Context: an optimization exercise on an open-source flow, tuned for small area and a short achievable clock period. The choices shown serve that exercise and are no tape-out recipe.
Function was checked by simulation only, so behaviour that the tests miss may differ from the original.
No activity file was given, so power comes from the tool's default toggle rates.

--- flow/design.v ---
module flopr #(parameter N=64)
				 (input logic clk,reset,
				 input logic [N-1:0] d,
				 output logic [N-1:0] q);
	always_ff @(posedge clk)
		if (reset) q <= 64'h0; 
		else q <= d;
endmodule 
module mux2 #(parameter N = 64)
				(input logic [N-1:0] d0, d1,
				input logic s,
				output logic [N-1:0] y);
	assign y = s ? d1 : d0;
endmodule
module adder #(parameter N = 64)
					(input logic [N-1:0] a, b,
					output logic [N-1:0] y);
	assign y = a + b;
endmodule
module sl2 #(parameter N = 64)
				(input logic [N-1:0] a,					
				output logic [N-1:0] y);
	assign y[0] = 1'b0;
	assign y[1] = 1'b0;
	assign y[63:2] = a[61:0];
endmodule
module signext (input logic [31:0] a,
                     output logic [63:0] y);
    always_comb
        casez(a[31:21])
            11'b111_1100_0010: y = {{55{a[20]}},a[20:12]};
            11'b111_1100_0000: y = {{55{a[20]}},a[20:12]};
            11'b101_1010_0???: y = {{45{a[23]}},a[23:5]};
				11'b010_1010_0???: y = {{45{a[23]}},a[23:5]};
            default: y = 64'b0;
        endcase 
endmodule 
module regfile(input logic clk, we3,
					input logic [4:0] ra1, ra2, wa3,
					input logic [63:0] wd3,
					output logic [63:0] rd1, rd2);
	logic [61:0] regf [0:31];
	assign rd1 = (ra1 === 5'd31) ? 64'b0 : ((wa3 === ra1) ? wd3 : regf[ra1]);
	assign rd2 = (ra2 === 5'd31) ? 64'b0 : ((wa3 === ra2) ? wd3 : regf[ra2]);
	always_ff @(posedge clk)
		if (we3) regf[wa3] <= wd3;
endmodule 
module alu (input logic [63:0] a, b, 
                input logic [3:0] ALUControl,
                output logic [63:0] result,
                output logic zero, write_flags,
                output logic [3:0] CPSR_flags);
    logic V,N, Z, C;
    always_comb begin
        case(ALUControl)
                4'b0000: {C,result} = a & b;
                4'b0001: {C,result} = a | b;
                4'b0010: {C,result} = a + b;   
                4'b0110: {C,result} = a - b; 
                4'b0111: {C,result} = b; 
                4'b1100: {C,result} = ~(a | b);
                4'b1010: {C,result} = a + b;  
                4'b1110: {C,result} = a + (~b + 64'b1);  
                4'b1001: {C,result} = a;  
            default: {C,result} = 64'b0; 
        endcase
          write_flags = ((ALUControl === 4'b1010) || (ALUControl === 4'b1110));
          zero = (result === 0); 
          V = (a[63] ^ b[63]) ? '0 : (result[63] ^ a[63]);
          N = (result < 0);
          Z = zero;
          if (write_flags) begin
                CPSR_flags[0] = V;
                CPSR_flags[1] = C;
                CPSR_flags[2] = N;
                CPSR_flags[3] = Z;
          end
          else begin
                CPSR_flags = 4'b0;
            end
    end
endmodule 
module bcondcheck(input logic [3:0] CPSR_flags,                  					
						input logic [4:0] qIF_ID,					
						output logic condBranch);
logic Z,N,C,V;
assign Z = CPSR_flags[0];
assign N = CPSR_flags[1];
assign C = CPSR_flags[2];
assign V = CPSR_flags[3];
always_comb
	case(qIF_ID)
		5'b00000: condBranch =  Z;								 
		5'b00001: condBranch = ~Z;								 
		5'b01010: condBranch = (N===V);						 
		5'b01011: condBranch = (N !== V);						 
		5'b01100: condBranch = (Z===0) & (N===V);			 
		5'b01101: condBranch = ~((Z===0) & (N===V));		 
		5'b01000: condBranch = (Z===0) & C;					 
		5'b01001: condBranch = ~((Z===0) & C); 				 
		5'b00010: condBranch =  C;								 
		5'b00011: condBranch = ~C;								 
		5'b00100: condBranch =  N;								 
		5'b00101: condBranch = ~N;								 
		5'b00110: condBranch =  V;								 
		5'b00111: condBranch = ~V;						 		 
		default: condBranch = 1'b0;
	endcase
endmodule 
module maindec(input logic [10:0] Op,
					output logic Reg2Loc, ALUSrc, MemtoReg, RegWrite, MemRead, MemWrite, Branch, 
					output logic [1:0] ALUOp);
	logic [0:8] outp;
	always_comb begin	
		casez(Op)
			11'b111_1100_0010: outp = 9'b0_1111_0000;
			11'b111_1100_0000: outp = 9'b1_1000_1000;
			11'b101_1010_0???: outp = 9'b1_0000_0101;
			11'b010_1010_0???: outp = 9'b1_0000_0101;
			11'b100_0101_1000: outp = 9'b0_0010_0010;
			11'b110_0101_1000: outp = 9'b0_0010_0010;
			11'b100_0101_0000: outp = 9'b0_0010_0010;
			11'b101_0101_0000: outp = 9'b0_0010_0010;
			11'b101_0101_1000: outp = 9'b0_0010_0010;
			11'b111_0101_1000: outp = 9'b0_0010_0010;
			default: outp = 9'b0;
		endcase 
	end 
	assign Reg2Loc = outp[0];
	assign ALUSrc = outp[1];
	assign MemtoReg = outp[2]; 
	assign RegWrite = outp[3];
	assign MemRead = outp[4];
	assign MemWrite = outp[5];
	assign Branch = outp[6];
	assign ALUOp = outp[7:8];
endmodule 
module aludec (input  logic [10:0] funct,  
					input  logic [1:0]  aluop,  
					output logic [3:0] alucontrol);  				
	logic [7:0] fun;
	always_comb
		if (aluop == 2'b00) alucontrol = 4'b0010;			 
		else if ((aluop == 2'b01) & (funct[10:3] == 8'b10110100)) alucontrol = 4'b0111; 	 
		else if ((aluop == 2'b01)  & (funct[10:3] == 8'b01010100)) alucontrol = 4'b1001;  
		else if((aluop == 2'b10)  & (funct == 11'b10001011000)) alucontrol = 4'b0010;	 
		else if((aluop == 2'b10)  & (funct == 11'b11001011000)) alucontrol = 4'b0110;	 
		else if((aluop == 2'b10)  & (funct == 11'b10001010000)) alucontrol = 4'b0000;	 
		else if((aluop == 2'b10)  & (funct == 11'b10101010000)) alucontrol = 4'b0001;	 
		else if((aluop == 2'b10)  & (funct == 11'b10101011000)) alucontrol = 4'b1010;  
		else if((aluop == 2'b10)  & (funct == 11'b11101011000)) alucontrol = 4'b1110;  
		else alucontrol = 4'b0000;
endmodule
module controller(input logic [10:0] instr,
						output logic [3:0] AluControl,						
						output logic reg2loc, regWrite, AluSrc, Branch,
											memtoReg, memRead, memWrite);
	logic [1:0] AluOp_s;
	maindec 	decPpal 	(.Op(instr), 
							.Reg2Loc(reg2loc), 
							.ALUSrc(AluSrc), 
							.MemtoReg(memtoReg), 
							.RegWrite(regWrite), 
							.MemRead(memRead), 
							.MemWrite(memWrite), 
							.Branch(Branch), 
							.ALUOp(AluOp_s));	
	aludec 	decAlu 	(.funct(instr), 
							.aluop(AluOp_s), 
							.alucontrol(AluControl));
endmodule
module fetch #(parameter N = 64)
				(input logic PCSrc_F, clk, reset, 
				 input logic [N-1:0] PCBranch_F,
				 output logic [N-1:0] imem_addr_F);
	logic [N-1:0] addResult, muxResult;			 
	mux2 mux2 (.d0(addResult), .d1(PCBranch_F), .s(PCSrc_F), .y(muxResult));
	flopr fflop (.clk(clk), .reset(reset), .d(muxResult), .q(imem_addr_F));
	adder adder (.a(imem_addr_F), .b(64'b100), .y(addResult));
endmodule
module decode #(parameter N = 64)
					(input logic regWrite_D, reg2loc_D, clk,
					input logic [N-1:0] writeData3_D,
					input logic [31:0] instr_D,
					output logic [N-1:0] signImm_D, readData1_D, readData2_D, 
					input logic [4:0] wa3_D);  
	logic [4:0] ra2;			
	mux2 	#(5) 	ra2mux	(.d0(instr_D[20:16]), .d1(instr_D[4:0]), .s(reg2loc_D), .y(ra2));
	regfile 		registers(.clk(clk), .we3(regWrite_D), .ra1(instr_D[9:5]), .ra2(ra2), .wa3(wa3_D), 
								 .wd3(writeData3_D), .rd1(readData1_D), .rd2(readData2_D));
	signext 		ext		(.a(instr_D), .y(signImm_D));	
endmodule
module execute #(parameter N = 64)
					(input logic AluSrc,
					input logic [3:0] AluControl,
					input logic [N-1:0] PC_E, signImm_E, readData1_E, readData2_E,
					output logic [N-1:0] PCBranch_E, aluResult_E, writeData_E,
					output logic zero_E, write_flags,
					output logic [3:0] CPSR_flags_E);
	logic [N-1:0] y_mux, y_sl2;				
	mux2 alumux (.d0(readData2_E), .d1(signImm_E), .s(AluSrc), .y(y_mux));
	alu alu (.a(readData1_E), .b(y_mux), .ALUControl(AluControl), .result(aluResult_E), .write_flags(write_flags), .zero(zero_E), .CPSR_flags(CPSR_flags_E));
	sl2 sl2 (.a(signImm_E), .y(y_sl2));
	adder add (.a(PC_E), .b(y_sl2), .y(PCBranch_E));
	assign writeData_E = readData2_E;
endmodule 
module memory     (input logic Branch_M, zero_M, write_flags,
						 input logic [3:0] CPSR_flags,
                     input logic [4:0] qIF_ID,
                     output logic PCSrc_M);
    logic condBranch;
    bcondcheck branch (.CPSR_flags(CPSR_flags), .qIF_ID(qIF_ID), .condBranch(condBranch));
    assign PCSrc_M = (write_flags) ? condBranch : (Branch_M & zero_M);
 endmodule
module writeback #(parameter N = 64)
					(input logic [N-1:0] aluResult_W, DM_readData_W,
					input logic memtoReg,
					output logic [N-1:0] writeData3_W);					
	mux2 #(64) MtoRmux (.d0(aluResult_W), .d1(DM_readData_W), .s(memtoReg), .y(writeData3_W));
endmodule
module datapath #(parameter N = 64)
					(input logic reset, clk,
					input logic reg2loc,									
					input logic AluSrc,
					input logic [3:0] AluControl,
					input logic	Branch,
					input logic memRead,
					input logic memWrite,
					input logic regWrite,	
					input logic memtoReg,									
					input logic [31:0] IM_readData,
					input logic [N-1:0] DM_readData,
					output logic [N-1:0] IM_addr, DM_addr, DM_writeData,
					output logic DM_writeEnable, DM_readEnable );					
	logic PCSrc, write_flags_E, write_flags_M;
	logic [3:0] CPSR_flags_E, CPSR_flags_M;
	logic [N-1:0] PCBranch_E, aluResult_E, writeData_E, writeData3; 
	logic [N-1:0] signImm_D, readData1_D, readData2_D;
	logic zero_E;
	logic [95:0] qIF_ID;
	logic [270:0] qID_EX;
	logic [207:0] qEX_MEM;
	logic [134:0] qMEM_WB;
	logic [9:0] qCOND_B;
	fetch 	#(64) 	FETCH 	(.PCSrc_F(PCSrc),
										.clk(clk),
										.reset(reset),
										.PCBranch_F(qEX_MEM[197:134]),
										.imem_addr_F(IM_addr));								
	flopr 	#(96)		IF_ID 	(.clk(clk),
										.reset(reset), 
										.d({IM_addr, IM_readData}),
										.q(qIF_ID));
	decode 	#(64) 	DECODE 	(.regWrite_D(qMEM_WB[134]),
										.reg2loc_D(reg2loc), 
										.clk(clk),
										.writeData3_D(writeData3),
										.instr_D(qIF_ID[31:0]), 
										.signImm_D(signImm_D), 
										.readData1_D(readData1_D),
										.readData2_D(readData2_D),
										.wa3_D(qMEM_WB[4:0]));				
	flopr 	#(271)	ID_EX 	(.clk(clk),
										.reset(reset), 
										.d({AluSrc, AluControl, Branch, memRead, memWrite, regWrite, memtoReg,	
											qIF_ID[95:32], signImm_D, readData1_D, readData2_D, qIF_ID[4:0]}),
										.q(qID_EX));	
	execute 	#(64) 	EXECUTE 	(.AluSrc(qID_EX[270]),
										.AluControl(qID_EX[269:266]),
										.PC_E(qID_EX[260:197]), 
										.signImm_E(qID_EX[196:133]), 
										.readData1_E(qID_EX[132:69]), 
										.readData2_E(qID_EX[68:5]), 
										.PCBranch_E(PCBranch_E), 
										.aluResult_E(aluResult_E), 
										.writeData_E(writeData_E), 
										.zero_E(zero_E),
										.write_flags(write_flags_E),
										.CPSR_flags_E(CPSR_flags_E));											
	flopr 	#(208)	EX_MEM 	(.clk(clk),
										.reset(reset), 
										.d({CPSR_flags_E, write_flags_E, qID_EX[265:261], PCBranch_E, zero_E, aluResult_E, writeData_E, qID_EX[4:0]}),
										.q(qEX_MEM));	
	memory				MEMORY	(.Branch_M(qEX_MEM[202]), 
										.zero_M(qEX_MEM[133]), 
										.CPSR_flags(qCOND_B[5:1]),
										.write_flags(qCOND_B[0]),
										.qIF_ID(qEX_MEM[4:0]),
										.PCSrc_M(PCSrc));
	flopr #(5) COND_B (.clk(clk),
							 .reset(reset),
							 .d({qEX_MEM[207:204], qEX_MEM[203]}),
							 .q(qCOND_B));
	assign DM_writeData = qEX_MEM[68:5];
	assign DM_addr = qEX_MEM[132:69];
	assign DM_writeEnable = qEX_MEM[200];
	assign DM_readEnable = qEX_MEM[201];
	flopr 	#(135)	MEM_WB 	(.clk(clk),
										.reset(reset), 
										.d({qEX_MEM[199:198], qEX_MEM[132:69],	DM_readData, qEX_MEM[4:0]}),
										.q(qMEM_WB));
	writeback #(64) 	WRITEBACK (.aluResult_W(qMEM_WB[132:69]), 
										.DM_readData_W(qMEM_WB[68:5]), 
										.memtoReg(qMEM_WB[133]), 
										.writeData3_W(writeData3));		
endmodule
module processor_arm #(parameter N = 64)
							(input logic CLOCK_50, reset,
							input logic [31:0] IM_readData,
							input logic [N-1:0] DM_readData,
							output logic [N-1:0] IM_addr,
							output logic [N-1:0] DM_writeData, DM_addr,
							output logic DM_writeEnable, DM_readEnable);
	logic [3:0] AluControl;
	logic reg2loc, regWrite, AluSrc, Branch, memtoReg, memRead, memWrite;
	logic [10:0] instr;
	controller 		c 			(.instr(instr), 
									.AluControl(AluControl), 
									.reg2loc(reg2loc), 
									.regWrite(regWrite), 
									.AluSrc(AluSrc), 
									.Branch(Branch),
									.memtoReg(memtoReg), 
									.memRead(memRead), 
									.memWrite(memWrite));
	datapath #(64) dp 		(.reset(reset), 
									.clk(CLOCK_50), 
									.reg2loc(reg2loc), 
									.AluSrc(AluSrc), 
									.AluControl(AluControl), 
									.Branch(Branch), 
									.memRead(memRead),
									.memWrite(memWrite), 
									.regWrite(regWrite), 
									.memtoReg(memtoReg), 
									.IM_readData(IM_readData), 
									.DM_readData(DM_readData), 
									.IM_addr(IM_addr), 
									.DM_addr(DM_addr), 
									.DM_writeData(DM_writeData), 
									.DM_writeEnable(DM_writeEnable), 
									.DM_readEnable(DM_readEnable));				
	flopr #(11)		IF_ID_TOP(.clk(CLOCK_50),
									.reset(reset), 
									.d(IM_readData[31:21]), 
									.q(instr));
endmodule
--- flow/config.mk ---
export PLATFORM = sky130hd
export DESIGN_NAME = processor_arm
export DESIGN_NICKNAME = processor_arm
export VERILOG_FILES = /design/flow/design.v
export SDC_FILE = /design/flow/constraint.sdc
export NUM_CORES = 4
export LEC_CHECK = 0
export CAP_MARGIN = 20
export CORE_MARGIN = 2
export CORE_UTILIZATION = 40
export SLEW_MARGIN = 20
--- flow/run.sh ---
#!/bin/bash
# synth_recipe.tcl (not shown) runs the flow's synth.tcl, then flattens the netlist and writes it again
# the make line also repeats each setting of config.mk as NAME=value (left out here)
make -C /OpenROAD-flow-scripts/flow DESIGN_CONFIG=/design/flow/config.mk WORK_HOME=/design/flow/orfs CLKGATE_MAP_FILE= SYNTH_SCRIPT=/design/flow/synth_recipe.tcl finish
--- flow/constraint.sdc ---
create_clock -name core_clock -period 9.0 [get_ports {CLOCK_50}]
set_input_delay 1.8000 -clock core_clock [delete_from_list [all_inputs] [get_ports {CLOCK_50}]]
set_output_delay 1.8000 -clock core_clock [all_outputs]
set_load 0.01 [all_outputs]
==> reports/metrics.yaml <==
timing:
  final_hold_viol_count: 0
  setup_viol_count_final: 0
  skew_ns: 0.07736
  tightest_slew_ns: 1.281
  finalHoldWorstSlack_ns: 0.4300
  fin_setup_tns_ns: 0
  fin_crit_sh_pct: 92.48
  grt_setup_unrepaired: "no"
  maxSlewViolCount: 0
  clock.fmax_ghz: 0.1201
  slew_headroom_pct: 13.72
  min_period_ns: 8.323
synthesis:
  synth_top_area_share_pct: 43.47
  yosysTopAreaCell: "edfxtp_1"
  synth_area_leaders: "edfxtp_1 43%, dfxtp_1 11%, mux2i_1 7.7%"
  seq_area_frac_synth_pct: 54.13
  ys.flop_type: "edfxtp_1"
  ys_warn_count: 15
  syn_avg_cell_area_um2: 12.00
  syn-instance-count: 11420
  syn_nets: 11850
  synth-seq-cells: 2714
  synthArstFlopShare_pct: 0
  syn_area_um2: 137100
  synth-edff-count: 1984
  ys_types: 103
floorplan:
  die_h_um: 589.4
  die-width_um: 589.4
  ios: 292
  start_util_pct: 40.27
  die-area_um2: 347300
  fp.coreArea_um2: 340300
  rows: 214
clock_network:
  cts-htree-levels: 5
  cts_made_buffers: 304
  cts.sinks: 2714
  clock_latency_ns: 0.97
  cts_tree: "built"
  path_clk_slew_ns: 0.06
  clk_path_buf_depth: 4
  cts_hold_buffers: 0
  cts_root_buf: "clkbuf_16"
worst_hold_path:
  hold_class: "reg2reg"
  whs_endpoint: "dp.EX_MEM.q[135]$_SDFF_PP0_"
  whs_path_depth: 1
  worstHoldStart: "dp.ID_EX.q[198]$_SDFF_PP0_"
grt:
  grt_pass1_wl_mm: 721.1
  grt_max_degree: 197
  grtUsageTotal_pct: 28.63
  grt_overflow: 0
  first_global_vias: 97710
  antenna_found_initial: 65
route:
  drt_iter0_markers: 12750
  wl_per_cell_um: 31.90
  drtPass1Iterations: 6
  vias_per_cell: 6.339
  ant_nets: 0
  detail_route.drc_violations: 0
  routed_wl_mm: 514.4
  via_count: 102200
final_layout:
  regArea_um2: 74220
  final_cells: 16130
  fin_util_pct: 45.43
  final_cell_mix: "1,984 x edfxtp_1, 1,043 x mux2i_1, 949 x nand2_1, 722 x dfxtp_1, 565 x a21oi_1"
  nets: 11770
  fillerInstances: 30400
  drive_gt1_share_pct: 11.04
  layout_commonest_cell: "edfxtp_1"
  multiInputGateArea_um2: 58360
  syn_to_final_growth_pct: 12.81
setup_path:
  worst-r2r-cell-count: 25
  cp_max_fo: 9
  critPathKind: "reg2reg"
  r2r_start: "dp.ID_EX.q[270]$_SDFF_PP0_"
  rrSetupSlack_ns: 0.68
  r2r-end: "dp.EX_MEM.q[133]$_SDFF_PP0_"
  cp-start-kind: "flip-flop"
  critPathArrivalTime_ns: 9.15
  critPathRequiredTime_ns: 9.83
  end_kind: "flip-flop"
power:
  powerDensity_nw_per_um2: 205.8
  ir_drop_mv: 0.1545
  p_leak_nw: 52.96
run_status:
  status: "no timing/DRC/antenna violations"
placement:
  place_congestion: 1.017
  portBuffers: 291
  hpwlAfterDp_mm: 327.0
  placed_cells: 15560
job:
  max_cap_viol_count: 0
## layout make-up
cell class / instances / area share, %
multi-input combinational: 7520 / 37.74
clock inverter: 145 / 1.121
timing repair buffer: 544 / 3.389
inverter: 252 / 0.6118
antenna: 10 / 0.01618
sequential: 2714 / 48.00
tap: 4536 / 3.671
clock buffer: 406 / 5.447
## repair_timing
| action | 4_1_cts | 5_1_grt |
|---|---|---|
| endpoints found under the hold margin | 0 | 0 |
| setup endpoints to repair | 0 | 2 |
| resized for setup | 0 | 1 |
| setup buffers | 0 | 0 |
## worst max-delay path: stages, from the launching register on
cell      delay, ns
dfxtp_4        0.41
mux2i_1        0.57
ha_1           0.35
o221ai_1       0.21
nor3_1         0.37
nor3b_1        0.50
nand2_1        0.35
nor3_2         0.43
nand3_1        0.34
nor3_1         0.35
nand3_1        0.27
o21ai_0        0.33
xnor2_1        0.13
ha_1           0.34
nand2_1        0.19
nor3_1         0.47
nand3_1        0.14
nand4_1        0.21
a21oi_1        0.15
and3_1         0.21
o21ai_0        0.17
nand4b_1       0.17
a311oi_1       0.34
nand4_1        0.23
or4_1          0.62
nor4_1         0.32
## synthesized netlist by cell type (29+ instances only)
library cell and number:
o22ai_1 146, a221oi_1 47, o211ai_1 34, and2_1 265, edfxtp_1 1984, dfxtp_1 730
xor2_1 89, o32a_1 64, a21o_1 50, clkbuf_1 646, mux2_2 68, mux2i_1 1048
and3_1 43, buf_1 111, inv_1 250, nor2b_1 532, o21a_1 32, nand3_1 91
a31oi_1 163, a211oi_1 533, nand4_1 59, nor4_1 56, and2_0 29, o31ai_1 50
nand2_1 951, ha_1 334, mux4_2 372, nor3_1 88, a21oi_1 565, xnor2_1 170
a311oi_1 130, o221ai_1 211, o21ai_0 317, buf_4 135, a22oi_1 52, nor2_1 594
buf_2 40
## power breakdown
group          leakage [nW]  switching (mW)  total [mW]  internal (mW)
sequential             24.3           0.400        14.1           13.7
clock                  4.95            5.24        12.7           7.46
combinational          23.7            3.33        5.00           1.67
## sequential cells by signal (all words and copies together), names as in the netlist
| register | count |
|---|---|
| dp.DECODE.registers.regf | 1984 |
| dp.ID_EX.q | 225 |
| dp.EX_MEM.q | 206 |
| dp.MEM_WB.q | 135 |
| dp.IF_ID.q | 96 |
| dp.FETCH.fflop.q | 64 |
| dp.COND_B.q | 4 |
## layer usage
metal	GRT usage, %	vias to the layer above	routed length [um]
met5	0	-	72
li1	-	43270	-
met4	10.84	10	21860
met1	39.73	51890	211600
met2	44.25	5957	228100
met3	5.644	1110	52710
## kinds of logic after synthesis
family | after synthesis | synth area share (%)
buffers and inverters | 1185 | 3.657
and+or+nand+nor | 2856 | 10.19
muxes | 1489 | 14.34
DFF | 2714 | 54.13
adders and majority gates | 337 | 3.093
AOI/OAI and AO/OA | 2579 | 12.94
xor gates and xnor gates | 259 | 1.655
## how the worst max path moves through the flow
stage | startpoint | endpoint | slack, ns | depth (start not counted)
finish | dp.ID_EX.q[270]$_SDFF_PP0_ | dp.EX_MEM.q[133]$_SDFF_PP0_ | 0.68 | 25
global route | dp.ID_EX.q[270]$_SDFF_PP0_ | dp.EX_MEM.q[133]$_SDFF_PP0_ | 0.18 | 25
CTS | dp.ID_EX.q[270]$_SDFF_PP0_ | dp.EX_MEM.q[133]$_SDFF_PP0_ | 0.69 | 25
floorplan | dp.ID_EX.q[270]$_SDFF_PP0_ | dp.EX_MEM.q[133]$_SDFF_PP0_ | 2.93 | 23
global placement | dp.ID_EX.q[270]$_SDFF_PP0_ | dp.EX_MEM.q[133]$_SDFF_PP0_ | 0.72 | 25
detailed placement | dp.ID_EX.q[270]$_SDFF_PP0_ | dp.EX_MEM.q[133]$_SDFF_PP0_ | 0.75 | 25
## through the flow
stage                     instance area (um2)  total power, mW  setup slack [ns]
final                                  154600            31.83            0.6770
after global routing                   154600            32.74            0.1775
after detailed placement               144400            19.21            0.7512
after CTS                              154600            31.83            0.6879
after floorplan                        137100            17.20             2.926
after global placement                 144400            19.19            0.7183

[port drivers added, routing unchanged]
How much do the figures lean on ideal ports? The routed layout below was timed once more, with nothing changed but the port constraints.
Step 1 (the two cells are an assumption about what drives the block):
set clk [get_ports {CLOCK_50}]
set_driving_cell -lib_cell sky130_fd_sc_hd__clkbuf_16 $clk
set_driving_cell -lib_cell sky130_fd_sc_hd__buf_2 [delete_from_list [all_inputs] $clk]
Step 2, shift: input delay + t, output delay - t, t = (earliest + latest rising clock arrival at the registers) / 2. This alone moves slack from input paths to output paths.
Three values: ideal, step 1, step 2; two values: the first two.
shift t [ns]: 1.022
setup WS [ns]: 0.677 / 0.677 / 0.677
worst hold slack (ns): 0.430 / 0.430 / 0.430
clock arrival spread, ns: 0.089 / 0.088
cell pins on the clock port's net: 1
After both steps this run still meets setup and hold. For this run, drivers alone change the setup slack by 0.000 ns; drivers and shift together by 0.000 ns.
